Context: an optimization exercise on an open-source flow, tuned for small area, a short achievable clock period and few clock cycles. The choices shown serve that exercise and are no tape-out recipe. Where RTL was checked, it was by simulation tests only, not by an equivalence proof against the original. Power and IR drop assume default switching activity.

harbor:
==> module cpu_design, before the edit <==
module cpu_design (reset, clock, write_read, M_address, M_data_in, M_data_out, overflow, status);
input reset, clock;
input [7:0] M_data_in;
output write_read, overflow;
output [7:0] M_data_out;
output [11:0] M_address;
output [2:0] status;
reg [11:0] MAR, PC;
reg [7:0] IR;
reg [7:0] R0, R1, R2, R3;
reg ovf;
reg st_e, st_tj, st_tr, st_tw, st_h;
wire [3:0] op = IR[7:4];
wire [1:0] rd_i = IR[3:2];
wire [1:0] rs_i = IR[1:0];
wire op_ld   = op == 4'd1;
wire op_add  = op == 4'd3;
wire op_sub  = op == 4'd4;
wire op_swap = op == 4'd10;
wire op_jmp  = op == 4'd11;
wire op_jz   = op == 4'd12;
wire op_rd   = op == 4'd13;
wire op_wr   = op == 4'd14;
wire op_stop = op == 4'd15;
wire op_two  = op_jmp | op_jz | op_rd | op_wr;
wire op_alu  = (op >= 4'd2) && (op <= 4'd10);
reg [7:0] rd, rs;
always @(*) begin
	case (rd_i)
		2'd0: rd = R0;
		2'd1: rd = R1;
		2'd2: rd = R2;
		default: rd = R3;
	endcase
	case (rs_i)
		2'd0: rs = R0;
		2'd1: rs = R1;
		2'd2: rs = R2;
		default: rs = R3;
	endcase
end
wire [9:0] sum_c = {1'b0, rd, 1'b1} + {1'b0, rs ^ {8{op_sub}}, op_sub};
wire [8:0] sum = sum_c[9:1];
wire f8 = sum[8] ^ op_sub;
wire f7 = sum[7];
reg [3:0] lut;
always @(*) begin
	case (op)
		4'd5: lut = 4'b1000;
		4'd6: lut = 4'b1110;
		4'd7: lut = 4'b0110;
		default: lut = 4'b1010;   
	endcase
end
wire sel_sum = op_add | op_sub;
wire sel_shr = op == 4'd8;
wire sel_shl = op == 4'd9;
reg [7:0] res;
integer bi;
always @(*) begin
	for (bi = 0; bi < 8; bi = bi + 1)
		res[bi] = lut[{rd[bi], rs[bi]}];
	if (sel_shr) res = {1'b0, rd[7:1]};
	if (sel_shl) res = {rd[6:0], 1'b0};
	if (sel_sum) res = sum[7:0];
end
wire r0z = (R0 == 8'd0);
wire st_b = ~(st_e | st_tj | st_tr | st_tw | st_h);
wire e_two = st_e & op_two;
wire go_t = e_two & ~(op_jz & ~r0z);
wire fetch = st_b | (st_e & ~op_two & ~op_stop) | st_tj;
wire wr0 = st_tr | st_e & (op_ld | op_alu & (rd_i == 2'd0) | op_swap & (rs_i == 2'd0));
wire r0_nz_next = ~wr0 & ~r0z
	| st_e & op_ld & (|IR[3:0])
	| st_e & (op == 4'd8) & (rd_i == 2'd0) & (|R0[7:1])
	| st_e & (op == 4'd9) & (rd_i == 2'd0) & (|R0[6:0]);
wire skip = fetch & r0_nz_next & (M_data_in[7:4] == 4'd12);
wire [10:0] mar_hi_inc = MAR[11:1] + 11'd1;
wire [11:0] mar_inc = {MAR[0] ? mar_hi_inc : MAR[11:1], ~MAR[0]};
wire [11:0] mar_next = {(MAR[0] | skip) ? mar_hi_inc : MAR[11:1], MAR[0] ^ ~skip};
assign M_address = MAR;
assign M_data_out = R0;
assign write_read = st_tw;
assign overflow = ovf;
assign status = {1'b0, st_tw, st_tw | st_h};
wire wr_alu = st_e & op_alu;
wire wr_sw  = st_e & op_swap;
always @(posedge clock or negedge reset) begin
	if (!reset) begin
		MAR <= 12'd0;
		st_e <= 1'b0;
		st_tj <= 1'b0;
		st_tr <= 1'b0;
		st_tw <= 1'b0;
		st_h <= 1'b0;
		ovf <= 1'b0;
		R0 <= 8'd0;
		R1 <= 8'd0;
		R2 <= 8'd0;
		R3 <= 8'd0;
	end else begin
		if (go_t)
			MAR <= {IR[3:0], M_data_in};
		else if (st_tr | st_tw)
			MAR <= PC;
		else
			MAR <= mar_next;
		st_e <= fetch & ~skip;
		st_tj <= go_t & (op_jmp | op_jz);
		st_tr <= go_t & op_rd;
		st_tw <= go_t & op_wr;
		if (st_e & op_stop)
			st_h <= 1'b1;
		if (st_e & (op_add | op_sub))
			ovf <= f8 ^ f7;
		if (st_tr) R0 <= M_data_in;
		else if (st_e & op_ld) R0 <= {4'd0, IR[3:0]};
		else if (wr_alu & (rd_i == 2'd0)) R0 <= res;
		else if (wr_sw & (rs_i == 2'd0)) R0 <= rd;
		if (wr_alu & (rd_i == 2'd1)) R1 <= res;
		else if (wr_sw & (rs_i == 2'd1)) R1 <= rd;
		if (wr_alu & (rd_i == 2'd2)) R2 <= res;
		else if (wr_sw & (rs_i == 2'd2)) R2 <= rd;
		if (wr_alu & (rd_i == 2'd3)) R3 <= res;
		else if (wr_sw & (rs_i == 2'd3)) R3 <= rd;
	end
end
always @(posedge clock) begin
	IR <= M_data_in;
	PC <= mar_inc;   
end
endmodule
==> flow/config.mk <==
export PLATFORM = sky130hd
export DESIGN_NAME = cpu_design
export DESIGN_NICKNAME = cpu_design
export VERILOG_FILES = /design/flow/design.v
export SDC_FILE = /design/flow/constraint.sdc
export NUM_CORES = 4
export LEC_CHECK = 0
export CAP_MARGIN = 20
export CORE_MARGIN = 2
export CORE_UTILIZATION = 40
export CTS_BUF_LIST = sky130_fd_sc_hd__clkbuf_8
export CTS_CLUSTER_SIZE = 30
export SETUP_SLACK_MARGIN = 5
export SLEW_MARGIN = 20
==> flow/constraint.sdc <==
create_clock -name core_clock -period 8.0 [get_ports {clock}]
set_input_delay 1.6000 -clock core_clock [delete_from_list [all_inputs] [get_ports {clock}]]
set_output_delay 1.6000 -clock core_clock [all_outputs]
set_load 0.01 [all_outputs]
standard.sh (not shown) runs the stock make flow with config.mk's settings and CLKGATE_MAP_FILE= SYNTH_SCRIPT=/design/flow/synth_recipe.tcl, a recipe that flattens the netlist after the stock synthesis.
==> flow/flow/run.sh <==
#!/bin/bash
set -euo pipefail
here=$(cd "$(dirname "$0")" && pwd)
source "$here/params.sh"
bash standard.sh SETUP_SLACK_MARGIN=$MARGIN \
  "BUFFER_PORTS_ARGS=-buffer_cell $PORT_BUF" finish > make.log 2>&1
==> flow/flow/params.sh <==
MARGIN=5
PORT_BUF=sky130_fd_sc_hd__buf_1
Testbench counts of harbor, summed over its fixed seeds: cycles 245,097.
Modified inputs, amber compared to harbor
--- a/flow/design.v
+++ b/flow/design.v
@@ -42,28 +42,19 @@
 wire [9:0] sum_c = {1'b0, rd, 1'b1} + {1'b0, rs ^ {8{op_sub}}, op_sub};
 wire [8:0] sum = sum_c[9:1];
 wire f8 = sum[8] ^ op_sub;
 wire f7 = sum[7];
-reg [3:0] lut;
+reg [7:0] res;
 always @(*) begin
 	case (op)
-		4'd5: lut = 4'b1000;
-		4'd6: lut = 4'b1110;
-		4'd7: lut = 4'b0110;
-		default: lut = 4'b1010;   
+		4'd3, 4'd4: res = sum[7:0];
+		4'd5: res = rd & rs;
+		4'd6: res = rd | rs;
+		4'd7: res = rd ^ rs;
+		4'd8: res = {1'b0, rd[7:1]};
+		4'd9: res = {rd[6:0], 1'b0};
+		default: res = rs;   
 	endcase
-end
-wire sel_sum = op_add | op_sub;
-wire sel_shr = op == 4'd8;
-wire sel_shl = op == 4'd9;
-reg [7:0] res;
-integer bi;
-always @(*) begin
-	for (bi = 0; bi < 8; bi = bi + 1)
-		res[bi] = lut[{rd[bi], rs[bi]}];
-	if (sel_shr) res = {1'b0, rd[7:1]};
-	if (sel_shl) res = {rd[6:0], 1'b0};
-	if (sel_sum) res = sum[7:0];
 end
 wire r0z = (R0 == 8'd0);
 wire st_b = ~(st_e | st_tj | st_tr | st_tw | st_h);
 wire e_two = st_e & op_two;
--- outcome ---
harbor → amber: share of power burned in the clock network now smaller; static leakage up 7.2%; sequential power held. Netlist area before placement in amber vs harbor: up about 1.5%. Going from harbor to amber, share of final-layout standard cells stronger than drive strength 1 went down 2.3 points, routed wire length shows an increase of 67 um, total routing usage reported by global routing saw a decrease, design area shows an increase of 2.4%, die area climbed about 1.5%. Re worst-case reg-to-reg path depth: harbor was lower than amber. Horizontal extent of the die: amber > harbor.
Testbench counts of amber, summed over its fixed seeds: cycles 245,097.

== north ==
The RTL this note starts from:
==> flow/design.v <==
module cpu_design (reset, clock, write_read, M_address, M_data_in, M_data_out, overflow, status);
input reset, clock;
input [7:0] M_data_in;
output write_read, overflow;
output [7:0] M_data_out;
output [11:0] M_address;
output [2:0] status;
reg [11:0] PC;
reg [7:0] IR, LO;
reg [7:0] R0, R1, R2, R3;
reg ovf;
reg st_e, st_t, st_h;
wire [3:0] op = IR[7:4];
wire [1:0] rd_i = IR[3:2];
wire [1:0] rs_i = IR[1:0];
wire op_ld   = op == 4'd1;
wire op_add  = op == 4'd3;
wire op_sub  = op == 4'd4;
wire op_swap = op == 4'd10;
wire op_jmp  = op == 4'd11;
wire op_jz   = op == 4'd12;
wire op_rd   = op == 4'd13;
wire op_wr   = op == 4'd14;
wire op_stop = op == 4'd15;
wire op_two  = op[3] & (op[2] | op[1] & op[0]) & ~op_stop;   
wire op_alu  = (op >= 4'd2) && (op <= 4'd10);
reg [7:0] rd, rs;
always @(*) begin
	case (rd_i)
		2'd0: rd = R0;
		2'd1: rd = R1;
		2'd2: rd = R2;
		default: rd = R3;
	endcase
	case (rs_i)
		2'd0: rs = R0;
		2'd1: rs = R1;
		2'd2: rs = R2;
		default: rs = R3;
	endcase
end
wire [8:0] sum = {1'b0, rd} + {1'b0, rs ^ {8{op_sub}}} + {8'd0, op_sub};
wire f8 = sum[8] ^ op_sub;
wire f7 = sum[7];
reg [7:0] res;
always @(*) begin
	case (op)
		4'd3, 4'd4: res = sum[7:0];
		4'd5: res = rd & rs;
		4'd6: res = rd | rs;
		4'd7: res = rd ^ rs;
		4'd8: res = {1'b0, rd[7:1]};
		4'd9: res = {rd[6:0], 1'b0};
		default: res = rs;   
	endcase
end
wire r0z = (R0 == 8'd0);
wire [11:0] tgt = {IR[3:0], LO};
wire [11:0] addr = st_t ? tgt : PC;
wire t_fetch = st_t & (op_jmp | op_jz);       
wire fetch = (~st_e & ~st_t & ~st_h) | (st_e & ~op_two & ~op_stop) | t_fetch;
assign M_address = addr;
assign M_data_out = R0;
assign write_read = st_t & op_wr;
assign overflow = ovf;
assign status = {1'b0, write_read, write_read | st_h};
wire ex = st_e;
wire wr_alu = ex & op_alu;
wire wr_sw  = ex & op_swap;
always @(posedge clock or negedge reset) begin
	if (!reset) begin
		PC <= 12'd0;
		st_e <= 1'b0;
		st_t <= 1'b0;
		st_h <= 1'b0;
		ovf <= 1'b0;
		R0 <= 8'd0;
		R1 <= 8'd0;
		R2 <= 8'd0;
		R3 <= 8'd0;
	end else begin
		if (fetch | (st_e & op_two))
			PC <= addr + 12'd1;
		st_e <= fetch;
		st_t <= st_e & op_two & ~(op_jz & ~r0z);
		if (st_e & op_stop)
			st_h <= 1'b1;
		if (ex & (op_add | op_sub))
			ovf <= f8 ^ f7;
		if (st_t & op_rd) R0 <= M_data_in;
		else if (ex & op_ld) R0 <= {4'd0, IR[3:0]};
		else if (wr_alu & (rd_i == 2'd0)) R0 <= res;
		else if (wr_sw & (rs_i == 2'd0)) R0 <= rd;
		if (wr_alu & (rd_i == 2'd1)) R1 <= res;
		else if (wr_sw & (rs_i == 2'd1)) R1 <= rd;
		if (wr_alu & (rd_i == 2'd2)) R2 <= res;
		else if (wr_sw & (rs_i == 2'd2)) R2 <= rd;
		if (wr_alu & (rd_i == 2'd3)) R3 <= res;
		else if (wr_sw & (rs_i == 2'd3)) R3 <= rd;
	end
end
always @(posedge clock) begin
	if (fetch)
		IR <= M_data_in;
	if (st_e & op_two)
		LO <= M_data_in;
end
endmodule
clock: 8.0 ns
lec_check: 0
cap_margin: 20
core_margin: 2
core_utilization: 40
slew_margin: 20
run.sh (not shown) runs the stock make flow with config.mk's settings and CLKGATE_MAP_FILE= SYNTH_SCRIPT=/design/flow/synth_recipe.tcl, a recipe that flattens the netlist after the stock synthesis.
Stock flow here: none of the scripts above is used.
No stage failed in north, and the final checks on the layout all came back clean.
Testbench counts of north, summed over its fixed seeds: cycles 256,524.
Inputs modified between north and south:
==> flow/design.v <==
module cpu_design (reset, clock, write_read, M_address, M_data_in, M_data_out, overflow, status);
input reset, clock;
input [7:0] M_data_in;
output write_read, overflow;
output [7:0] M_data_out;
output [11:0] M_address;
output [2:0] status;
reg [11:0] MAR, PC;
reg [7:0] IR;
reg [7:0] R0, R1, R2, R3;
reg ovf;
reg st_e, st_tj, st_tr, st_tw, st_h;
wire [3:0] op = IR[7:4];
wire [1:0] rd_i = IR[3:2];
wire [1:0] rs_i = IR[1:0];
wire op_ld   = op == 4'd1;
wire op_add  = op == 4'd3;
wire op_sub  = op == 4'd4;
wire op_swap = op == 4'd10;
wire op_jmp  = op == 4'd11;
wire op_jz   = op == 4'd12;
wire op_rd   = op == 4'd13;
wire op_wr   = op == 4'd14;
wire op_stop = op == 4'd15;
wire op_two  = op_jmp | op_jz | op_rd | op_wr;
wire op_alu  = (op >= 4'd2) && (op <= 4'd10);
reg [7:0] rd, rs;
always @(*) begin
	case (rd_i)
		2'd0: rd = R0;
		2'd1: rd = R1;
		2'd2: rd = R2;
		default: rd = R3;
	endcase
	case (rs_i)
		2'd0: rs = R0;
		2'd1: rs = R1;
		2'd2: rs = R2;
		default: rs = R3;
	endcase
end
wire [8:0] sum = {1'b0, rd} + {1'b0, rs ^ {8{op_sub}}} + {8'd0, op_sub};
wire f8 = sum[8] ^ op_sub;
wire f7 = sum[7];
reg [7:0] res;
always @(*) begin
	case (op)
		4'd3, 4'd4: res = sum[7:0];
		4'd5: res = rd & rs;
		4'd6: res = rd | rs;
		4'd7: res = rd ^ rs;
		4'd8: res = {1'b0, rd[7:1]};
		4'd9: res = {rd[6:0], 1'b0};
		default: res = rs;   
	endcase
end
wire r0z = (R0 == 8'd0);
wire st_b = ~(st_e | st_tj | st_tr | st_tw | st_h);
wire e_two = st_e & op_two;
wire go_t = e_two & ~(op_jz & ~r0z);
wire fetch = st_b | (st_e & ~op_two & ~op_stop) | st_tj;
wire [11:0] mar_inc = MAR + 12'd1;
assign M_address = MAR;
assign M_data_out = R0;
assign write_read = st_tw;
assign overflow = ovf;
assign status = {1'b0, st_tw, st_tw | st_h};
wire wr_alu = st_e & op_alu;
wire wr_sw  = st_e & op_swap;
always @(posedge clock or negedge reset) begin
	if (!reset) begin
		MAR <= 12'd0;
		st_e <= 1'b0;
		st_tj <= 1'b0;
		st_tr <= 1'b0;
		st_tw <= 1'b0;
		st_h <= 1'b0;
		ovf <= 1'b0;
		R0 <= 8'd0;
		R1 <= 8'd0;
		R2 <= 8'd0;
		R3 <= 8'd0;
	end else begin
		if (go_t)
			MAR <= {IR[3:0], M_data_in};
		else if (st_tr | st_tw)
			MAR <= PC;
		else
			MAR <= mar_inc;
		st_e <= fetch;
		st_tj <= go_t & (op_jmp | op_jz);
		st_tr <= go_t & op_rd;
		st_tw <= go_t & op_wr;
		if (st_e & op_stop)
			st_h <= 1'b1;
		if (st_e & (op_add | op_sub))
			ovf <= f8 ^ f7;
		if (st_tr) R0 <= M_data_in;
		else if (st_e & op_ld) R0 <= {4'd0, IR[3:0]};
		else if (wr_alu & (rd_i == 2'd0)) R0 <= res;
		else if (wr_sw & (rs_i == 2'd0)) R0 <= rd;
		if (wr_alu & (rd_i == 2'd1)) R1 <= res;
		else if (wr_sw & (rs_i == 2'd1)) R1 <= rd;
		if (wr_alu & (rd_i == 2'd2)) R2 <= res;
		else if (wr_sw & (rs_i == 2'd2)) R2 <= rd;
		if (wr_alu & (rd_i == 2'd3)) R3 <= res;
		else if (wr_sw & (rs_i == 2'd3)) R3 <= rd;
	end
end
always @(posedge clock) begin
	IR <= M_data_in;
	if (e_two)
		PC <= mar_inc;
end
endmodule
==> summary.txt <==
Compared with north, south shows a lower final design utilization. Summary of south over north: total power has decreased; sequential-to-total area share from yosys stat rose by 1.9 points. Relative to north, the number of cells in the design after placement measured on south has decreased slightly. On clock latency at the later pin of the worst-skew pair, north and south are basically level. Compared with north, south degrades wire length. Setup slack: south more than north. The run showing the greater post-placement setup slack is north. Sort north and south by post-route clock period utilization, descending, and north comes first.
No functional check of the RTL was part of south.

[what the ideal ports hide]
Ports are ideal in the flow. The routed layouts listed here were re-timed in OpenROAD. Step 1: set_driving_cell puts a clkbuf_16 on clock and a buf_2 on each other input, an assumption about the parent block. Step 2 also shifts input and output timing later by t, the mid clock arrival at the registers, as if the neighbouring blocks saw the same clock. Slacks: no drivers / after step 1 / after step 2; pairs: no drivers / after step 1.
| run | t, ns | setup WS [ns] | worst setup path after step 2 |
|---|---|---|---|
| harbor | 0.389 | 4.932 / 4.932 / 4.672 | input to register |
| amber | 0.389 | 5.001 / 5.001 / 4.630 | input to register |
| north | 0.379 | 3.718 / 3.680 / 3.994 | register to register |
| south | 0.378 | 3.831 / 3.831 / 3.831 | register to register |
After both steps setup and hold are still met in every run listed. The setup slack of amber, which loses most, moves by 0.000 ns with the drivers and by -0.371 ns with both steps.
